Source: an optimization exercise on an open RTL-to-GDS flow (aim: small area). Production flows keep margins and buffers that such runs may drop.
The RTL was checked by simulation tests, not by an equivalence proof against the original design.
No activity file was given, so power comes from the tool's default toggle rates.

$ cat run.sh
#!/bin/bash
# synth_recipe.tcl (not shown) runs the flow's synth.tcl, then flattens the netlist and writes it again
# the make line also repeats each setting of config.mk as NAME=value (left out here)
make -C /OpenROAD-flow-scripts/flow DESIGN_CONFIG=/design/flow/config.mk WORK_HOME=/design/flow/orfs CLKGATE_MAP_FILE= SYNTH_SCRIPT=/design/flow/synth_recipe.tcl finish
$ cat config.mk
export PLATFORM = sky130hd
export DESIGN_NAME = SpaceInvaders
export DESIGN_NICKNAME = SpaceInvaders
export VERILOG_FILES = /design/flow/design.v
export SDC_FILE = /design/flow/constraint.sdc
export NUM_CORES = 4
export LEC_CHECK = 0
export CAP_MARGIN = 20
export CORE_MARGIN = 2
export CORE_UTILIZATION = 40
export SLEW_MARGIN = 20
$ cat constraint.sdc
create_clock -name core_clock -period 20.0 [get_ports {clk}]
set_input_delay 4.0000 -clock core_clock [delete_from_list [all_inputs] [get_ports {clk}]]
set_output_delay 4.0000 -clock core_clock [all_outputs]
set_load 0.01 [all_outputs]
$ cat design.v
module SpaceInvaders (
  input clk,
  input reset,
  input btnLeftInput,
  input btnRightInput,
  input fire,
  output [7:0] rgb,
  output hSync,
  output vSync,
  output victory,
  output defeat
  );
function [11:0] add12(input [11:0] a, input [11:0] b, input cin);
  integer i;
  reg c;
  begin
    c = cin;
    for (i = 0; i < 12; i = i + 1) begin
      add12[i] = a[i] ^ b[i] ^ c;
      c = (a[i] & b[i]) | (c & (a[i] ^ b[i]));
    end
  end
endfunction
function ge(input [11:0] x, input [11:0] k);
  integer i;
  reg r;
  begin
    r = 1'b1;
    for (i = 0; i < 12; i = i + 1)
      r = k[i] ? (x[i] & r) : (x[i] | r);
    ge = r;
  end
endfunction
function le(input [11:0] x, input [11:0] k);
  integer i;
  reg r;
  begin
    r = 1'b1;
    for (i = 0; i < 12; i = i + 1)
      r = k[i] ? (~x[i] | r) : (~x[i] & r);
    le = r;
  end
endfunction
function [4:0] cols(input [11:0] w);
  reg [4:0] a;
  reg lo, z;
  begin
    a = w[7:3];
    lo = ~w[2] & ~(w[1] & w[0]);
    z = ~|w[11:8];
    cols[0] = z & (a == 5'd0  | a == 5'd1  | (a == 5'd2  & lo));
    cols[1] = z & (a == 5'd5  | a == 5'd6  | (a == 5'd7  & lo));
    cols[2] = z & (a == 5'd10 | a == 5'd11 | (a == 5'd12 & lo));
    cols[3] = z & (a == 5'd15 | a == 5'd16 | (a == 5'd17 & lo));
    cols[4] = z & (a == 5'd20 | a == 5'd21 | (a == 5'd22 & lo));
  end
endfunction
function [2:0] rows(input [7:0] u, input [1:0] l);
  reg z;
  begin
    z = (l == 2'd0);
    rows[0] = (u == 8'd0)  | (u == 8'd1)  | (u == 8'd2  & z);
    rows[1] = (u == 8'd5)  | (u == 8'd6)  | (u == 8'd7  & z);
    rows[2] = (u == 8'd10) | (u == 8'd11) | (u == 8'd12 & z);
  end
endfunction
reg t0;
reg [9:0] hc;
reg [9:0] vc;
reg [4:0] zc;
wire lineEnd = hc[9] & ~hc[8] & hc[7] & hc[4];                   
wire frameEnd = ~vc[9] & vc[8] & vc[7] & vc[6] & vc[5] & vc[3] & vc[0];  
wire hAct = ~(hc[9] & (hc[8] | hc[7]));                           
wire vAct = ~(vc[9] | (vc[8] & vc[7] & vc[6] & vc[5]));           
wire [9:0] vPos = vAct ? vc : 10'd0;
wire zcEnd = zc[4] & zc[3];                                       
wire zzEnable = t0 & zcEnd;
wire moveNow  = ~t0 & (zc == 5'd0);
wire laserEnable = t0 & (&hc[2:0]);
wire [11:0] hcInc = add12({2'b00, hc}, 12'd0, 1'b1);
wire [11:0] vcInc = add12({2'b00, vc}, 12'd0, 1'b1);
wire [11:0] zcInc = add12({7'd0, zc}, 12'd0, 1'b1);
always @(posedge clk) begin
  if (reset) begin
    t0 <= 1'b0;
    hc <= 10'd880;
    vc <= 10'd993;
    zc <= 5'd0;
  end else begin
    t0 <= ~t0;
    if (t0) begin
      zc <= zcEnd ? 5'd0 : zcInc[4:0];
      if (lineEnd) begin
        hc <= 10'd881;
        vc <= frameEnd ? 10'd993 : vcInc[9:0];
      end else
        hc <= hcInc[9:0];
    end
  end
end
assign hSync = ~(hc[9] & hc[8] & ~(hc[7] & hc[6] & (hc[5] | hc[4])));
assign vSync = ~(vc[9] & ~vc[4] & ~vc[3] & ~vc[2] & (vc[1] ^ vc[0]));
reg [1:0] bl, br;
always @(posedge clk) begin
  if (reset) begin
    bl <= 2'b10;
    br <= 2'b10;
  end else begin
    bl <= {btnLeftInput & (bl[0] | bl[1]), btnLeftInput & ~bl[0] & ~bl[1]};
    br <= {btnRightInput & (br[0] | br[1]), btnRightInput & ~br[0] & ~br[1]};
  end
end
reg [7:0] gp;
reg shipColor;
wire [11:0] su = add12({2'b00, hc}, ~{2'b00, gp, 2'b00}, 1'b1);
wire [11:0] sub38 = add12(su, 12'd38, 1'b0);
wire [5:0] sw = vc[5:0] + 6'd7;                                    
wire [6:0] sdd = sub38[6:0] - 7'd38;
wire [5:0] sd = sdd[6] ? 6'd0 - sdd[5:0] : sdd[5:0];  
wire shipBox = ge({2'b00, vc}, 12'd442) & le({2'b00, vc}, 12'd470) & le(sub38, 12'd76);
wire shipShape = (ge({6'd0, sd}, 12'd22) & le({6'd0, sd}, 12'd29)) | ((sd != 6'd0) & (sd <= sw));
wire left = bl[0];
wire right = br[0];
wire leftOk = left & ge({4'd0, gp}, 12'd11);
wire rightOk = right & le({4'd0, gp}, 12'd149);
wire [11:0] gpAdd = add12({4'd0, gp}, leftOk ? 12'hffb : 12'd5, 1'b0);
always @(posedge clk) begin
  if (reset) begin
    gp <= 8'd80;
    shipColor <= 1'b0;
  end else begin
    if (leftOk || rightOk) gp <= gpAdd[7:0];
    if (shipBox) shipColor <= shipShape;
  end
end
reg [14:0] alive;
reg [10:0] xA;
reg [7:0] ya;
reg idx, idxD;
reg defeatR;
reg killing;
reg [1:0] lastMotion;
wire canRight = idxD ? le({1'b0, xA}, 12'd583) : le({1'b0, xA}, 12'd623);
wire canLeft  = idxD | ~(ge({1'b0, xA}, 12'd11) & le({1'b0, xA}, 12'd16));
wire colDead0 = ~(alive[0] | alive[5] | alive[10]);
wire colDead1 = ~(alive[1] | alive[6] | alive[11]);
reg [8:0] ym;
reg [7:0] gl;
reg [1:0] colorLaser;
wire laserAlive = ~&ym;
wire [11:0] he = add12({2'b00, gl, 2'b00}, ~{1'b0, xA}, 1'b0);
wire [11:0] hf = add12({5'd0, ym[8:2]}, ~{4'd0, ya}, 1'b1);
wire [4:0] hitCol = cols({1'b0, he[10:0]});
wire [2:0] hitRow = rows(hf[7:0], ym[1:0]);
wire [14:0] hit = alive & {{5{hitRow[2]}} & hitCol, {5{hitRow[1]}} & hitCol, {5{hitRow[0]}} & hitCol};
wire [11:0] xAAdd = add12({1'b0, xA}, (lastMotion == 2'd1) ? 12'hfff : 12'd1, 1'b0);
wire [11:0] yaAdd = add12({4'd0, ya}, 12'd5, 1'b0);
always @(posedge clk) begin
  if (reset) begin
    alive <= 15'h7fff;
    xA <= 11'd40;
    ya <= 8'd10;
    idx <= 1'b0;
    idxD <= 1'b0;
    lastMotion <= 2'd0;
  end else begin
    alive <= alive & ~hit;
    idx <= idx ^ (idx ? colDead1 : colDead0);
    idxD <= idx;
    if (zzEnable) begin
      case (lastMotion)
        2'd0, 2'd2: lastMotion <= canRight ? 2'd2 : 2'd3;
        2'd3: lastMotion <= canLeft ? 2'd1 : (canRight ? 2'd2 : 2'd0);
        2'd1: lastMotion <= canLeft ? 2'd1 : 2'd3;
      endcase
    end
    if (moveNow && !defeatR) begin
      if ((lastMotion == 2'd1 && canLeft) || (lastMotion == 2'd2 && canRight)) xA <= xAAdd[10:0];
      if (lastMotion == 2'd3) ya <= yaAdd[7:0];
    end
  end
  killing <= |hit;
  defeatR <= ya[6] & ya[5] & ya[1];    
end
assign defeat = defeatR;
assign victory = ~|alive & ~killing;
wire [11:0] lx = add12({2'b00, hc}, ~{2'b00, gl, 2'b00}, 1'b1) ;
wire [11:0] lx6 = add12(lx, 12'd6, 1'b0);
wire [11:0] ly = add12({2'b00, vPos}, ~{3'b000, ym}, 1'b0);        
wire [11:0] ly6 = add12(ly, 12'd6, 1'b0);
reg disc;
always @(*) begin
  case ({lx6[3:0], ly6[3:0]})
    8'h00, 8'h01, 8'h02, 8'h0a, 8'h0b, 8'h0c, 8'h10, 8'h11, 8'h1b, 8'h1c, 8'h20, 8'h2c, 8'ha0, 8'hac, 8'hb0, 8'hb1, 8'hbb, 8'hbc, 8'hc0, 8'hc1, 8'hc2, 8'hca, 8'hcb, 8'hcc:
      disc = 1'b0;
    default: disc = 1'b1;
  endcase
end
wire inLaser = le(lx6, 12'd12) & le(ly6, 12'd12) & disc;
always @(posedge clk) begin
  if (reset)
    ym <= 9'h1ff;
  else if ((laserAlive && killing) || (laserEnable && ym == 9'd0))
    ym <= 9'h1ff;
  else if (!laserAlive && fire)
    ym <= 9'd432;
  else if (laserEnable && laserAlive)
    ym <= ym - 9'd1;
  if (!reset && !laserAlive && fire) gl <= gp;
  colorLaser <= {laserAlive & inLaser & ~killing, laserAlive & inLaser};
end
wire [11:0] ah = add12({2'b00, hc}, ~{1'b0, xA}, 1'b1);
wire [11:0] ah9 = add12(ah, 12'd9, 1'b0);
wire [11:0] av = add12({4'd0, vc[9:2]}, ~{4'd0, ya}, 1'b0);         
wire [11:0] av1 = add12(av, 12'd2, 1'b0);                           
wire [4:0] inCol = cols(ah9) & {5{hAct}};
wire [2:0] inRow = rows(av1[7:0], vc[1:0]) & {3{vAct}};
wire [14:0] drawn = alive & {{5{inRow[2]}} & inCol, {5{inRow[1]}} & inCol, {5{inRow[0]}} & inCol};
wire [2:0] colorAlien =
    ((drawn[0] | drawn[4] | drawn[8] | drawn[12]) ? 3'd2 : 3'd0) |
    ((drawn[1] | drawn[5] | drawn[9] | drawn[13]) ? 3'd3 : 3'd0) |
    ((drawn[2] | drawn[6] | drawn[10] | drawn[14]) ? 3'd4 : 3'd0) |
    ((drawn[3] | drawn[7] | drawn[11]) ? 3'd5 : 3'd0);
reg [2:0] colorSum;
always @(posedge clk)
  colorSum <= colorAlien + colorLaser + {2'b00, shipColor};
reg [7:0] rgbR;
always @(*) begin
  case (colorSum)
    3'd1: rgbR = 8'b11100000;
    3'd2: rgbR = 8'b00011100;
    3'd3: rgbR = 8'b11111100;
    3'd4: rgbR = 8'b00011111;
    3'd5: rgbR = 8'b11100011;
    3'd6: rgbR = 8'b11100000;
    default: rgbR = 8'b00000000;
  endcase
end
assign rgb = rgbR;
endmodule
==> notes.md <==
==> critical path, stage by stage, from the launching register on <==
cell and delay [ns]:
dfxtp_1 0.36, inv_1 0.19, ha_1 0.19, inv_1 0.05, fa_1 0.37, fa_1 0.39
fa_1 0.39, fa_1 0.39, fa_1 0.38, fa_1 0.37, inv_1 0.08, fa_1 0.16
inv_1 0.05, fa_1 0.38, fa_1 0.44, ha_1 0.22, fa_1 0.44, nor4b_1 0.26
nand2_1 0.19, nor4b_1 0.64, nand3_1 0.15, nand2_1 0.12, a311o_1 0.13, fa_1 0.17
inv_1 0.05, fa_1 0.39, xnor2_1 0.14
==> cell type report <==
cell class | count | area share
inverters | 111 | 0.0468
clock buffers | 9 | 0.0253
flip-flops and latches | 101 | 0.236
multi-input cells | 675 | 0.626
well taps | 270 | 0.0379
repair buffers | 20 | 0.0208
clock inverters | 7 | 0.00730
==> worst paths after layout <==
| check | startpoint | to | slack, ns | depth (start not counted) |
|---|---|---|---|---|
| max | hc[0]$_SDFFE_PP0P_ | colorSum[2]$_DFF_P_ | 12.83 | 26 |
| min | bl[1]$_SDFF_PP1_ | bl[0]$_SDFF_PP0_ | 0.42 | 1 |
| max reg2reg | hc[0]$_SDFFE_PP0P_ | colorSum[2]$_DFF_P_ | 12.83 | 26 |
| min reg2reg | bl[1]$_SDFF_PP1_ | bl[0]$_SDFF_PP0_ | 0.42 | 1 |
==> state kept, by name (all words and copies together) (netlist names), 8 cells and up <==
register	cells
gl	8
ya	8
vc	10
xA	11
hc	10
gp	8
alive	15
ym	9
==> cell usage in the layout (no fill, tap or decap), types with 9 or more instances in the layout <==
cell / Yosys / routed
inv_1: 110 / 110
nand2_1: 102 / 102
dfxtp_1: 93 / 93
ha_1: 89 / 89
fa_1: 68 / 68
nor2_1: 54 / 54
o21ai_0: 30 / 30
nand3_1: 29 / 29
a21oi_1: 27 / 27
xnor2_1: 24 / 24
nor3_1: 21 / 21
nor2b_1: 15 / 15
clkdlybuf4s50_1: 0 / 15
and2_1: 14 / 14
mux2i_1: 14 / 14
a211oi_1: 13 / 13
o211ai_1: 13 / 13
a31oi_1: 12 / 12
and3_1: 12 / 12
nor4_1: 12 / 12
a21o_1: 12 / 12
nand4_1: 10 / 10
clkbuf_16: 0 / 9
==> power by group through the flow <==
| stage | registers (uW) | logic, uW | clock network [uW] |
|---|---|---|---|
| after global placement | 224 | 140 | 0 |
| after CTS | 219 | 142 | 182 |
| final | 219 | 142 | 176 |
| after floorplan | 221 | 114 | 0 |
| after detailed placement | 224 | 141 | 0 |
| after global routing | 220 | 163 | 190 |
==> per-stage QoR <==
step | cell area (um2) | hold WS [ns]
after floorplan | 8260 | 0.393
after global placement | 8620 | 0.400
after detailed placement | 8620 | 0.403
after CTS | 8910 | 0.416
after global routing | 8910 | 0.437
final | 8910 | 0.420
==> cell families (layout without fill, tap and decap cells) <==
family	after synthesis	after routing	synth area share
and+or+nand+nor	307	307	0.185
AOI/OAI and AO/OA	163	163	0.138
adders and majority gates	157	157	0.300
buffers and inverters	144	147	0.0709
DFF	101	101	0.254
xor gates and xnor gates	31	31	0.0329
muxes	16	16	0.0197
other	1	1	0.000454
==> per-layer routing <==
metal	vias to the layer above	GRT usage
met4	0	0.0385
li1	3183	-
met5	-	0
met1	3045	0.257
met2	139	0.295
met3	15	0.0352
==> results.yml <==
status:
  status: "complete, no violations"
floorplanning:
  io_pins: 17
  fp.dieW_um: 148
  core_region_area_um2: 20200
  initial_core_util: 0.408
  num_rows: 52
  die_area_um2: 21800
  die_h_um: 148
finish:
  finalNetCount: 1080
  final_util: 0.440
  ff_latch_area_um2: 2100
  antennaDiodeCount: 0
  stdcell_count: 1193
  multi_input_area_um2: 5580
  area_delta_synth_final_pct: 7.80
  final_layout_size_suffix_gt1_frac: 0.0379
  fillers: 2009
yosys:
  synthFlopType: "dfxtp_1"
  syn_inst: 920
  synth_top_area_cell: "dfxtp_1"
  synth_area_leaders: "dfxtp_1, fa_1, ha_1"
  syn_area_um2: 8260
  synth_cell_types: 76
  synth_most_common_cell: "inv_1"
  synth_nets: 1082
  synth_common_cells: "inv_1, nand2_1, dfxtp_1, ha_1, fa_1"
  ys_seq_area_frac: 0.254
  async_reset_ff_frac: 0
  synth-warning-count: 1
  synth_edf_count: 8
  ys_ff_latch: 101
  yosysTopAreaCellShare: 0.225
  postSynthAreaPerCell_um2: 8.98
route:
  vias: 6382
  final_antenna_net_count: 0
  wl_met2_mm: 8.81
  route.met3.wl_um: 803
  routed_wl_mm: 18.9
  route.top_layer_used: "met4"
  first_iter_violations: 403
  drc: 0
  drtPass1Iterations: 5
  viasPerCell: 5.35
  wl_per_cell_um: 15.8
  wl_met1_mm: 9.09
sta:
  slew_headroom: 0.292
  setup_ws_ns: 12.83
  min_period_over_period: 0.359
  finalSetupViolCount: 0
  worst_slew_pin_slew_ns: 1.06
  hold_violations: 0
  period_needed_ns: 7.17
  tns_ns: 0
  finalClockSkew_ns: 0.00613
  grt_setup_unrepaired: "false"
  fmax_mhz: 139
  drv_slew: 0
power_and_ir_drop:
  combinationalPowerShare: 0.264
  power.share.clock: 0.328
  fin_total_pwr_uw: 537
  p_per_area_nw_per_um2: 60.3
  seq_power_share: 0.408
  power_switching_share: 0.335
  ir_worst_vdd_v: 0.0000457
  p_leak_uw: 0.00389
  p_switching_uw: 180
  p_int_uw: 357
global_route:
  antenna_found_initial: 0
  grt_start_max_net_pins: 55
  grt_usage: 0.183
  grt_pass1_vias: 6091
  grt_overflow: 0
  grt_pass1_wl_mm: 31.9
job:
  cap_violations: 0
clocking:
  cts_tree: "built"
  clk_pin_slew_worst_paths_ns: 0.07
  cts_made_buffers: 9
  clockRootBuffer: "clkbuf_16"
  cts_setup_buffers: 0
  post_cts_resized: 0
  cts_sinks: 101
  clk_latency_ns: 0.36
  clockBufferDepth: 2
  cts_max_level: 3
  cts_hold_buf: 0
place:
  dp_hpwl_mm: 14.7
  post-place-ws_ns: 12.92
  gp_congestion: 0.863
  port_buffers: 16
  placed_cells: 1177
setup_path:
  end_kind: "register"
  crit_required_ns: 20.25
  startpoint_type: "register"
  critPathKind: "reg2reg"
  worst_ep_arrival_time_ns: 7.43
  path_max_fanout: 6
worst_hold_path:
  min_path_type: "reg2reg"

## afterwards: timing with drivers on the ports
No port has a modelled driver above. Below, the same layout with a new extraction and two added sets of constraints.
Step 1, drivers: a clkbuf_16 drives clk and a buf_2 each remaining input, both assumed.
Step 2 also shifts input and output timing later by t, the mid clock arrival at the registers, as if the neighbouring blocks saw the same clock.
a / b / c = ideal / step 1 / step 2; a / b = the first two.
shift t [ns]: 0.404
setup slack, ns: 12.828 / 12.828 / 12.828
pins driven straight from the clock port: 1
After both steps setup and hold are still met in this run. For this run, drivers alone change the setup slack by 0.000 ns; drivers and shift together by 0.000 ns.
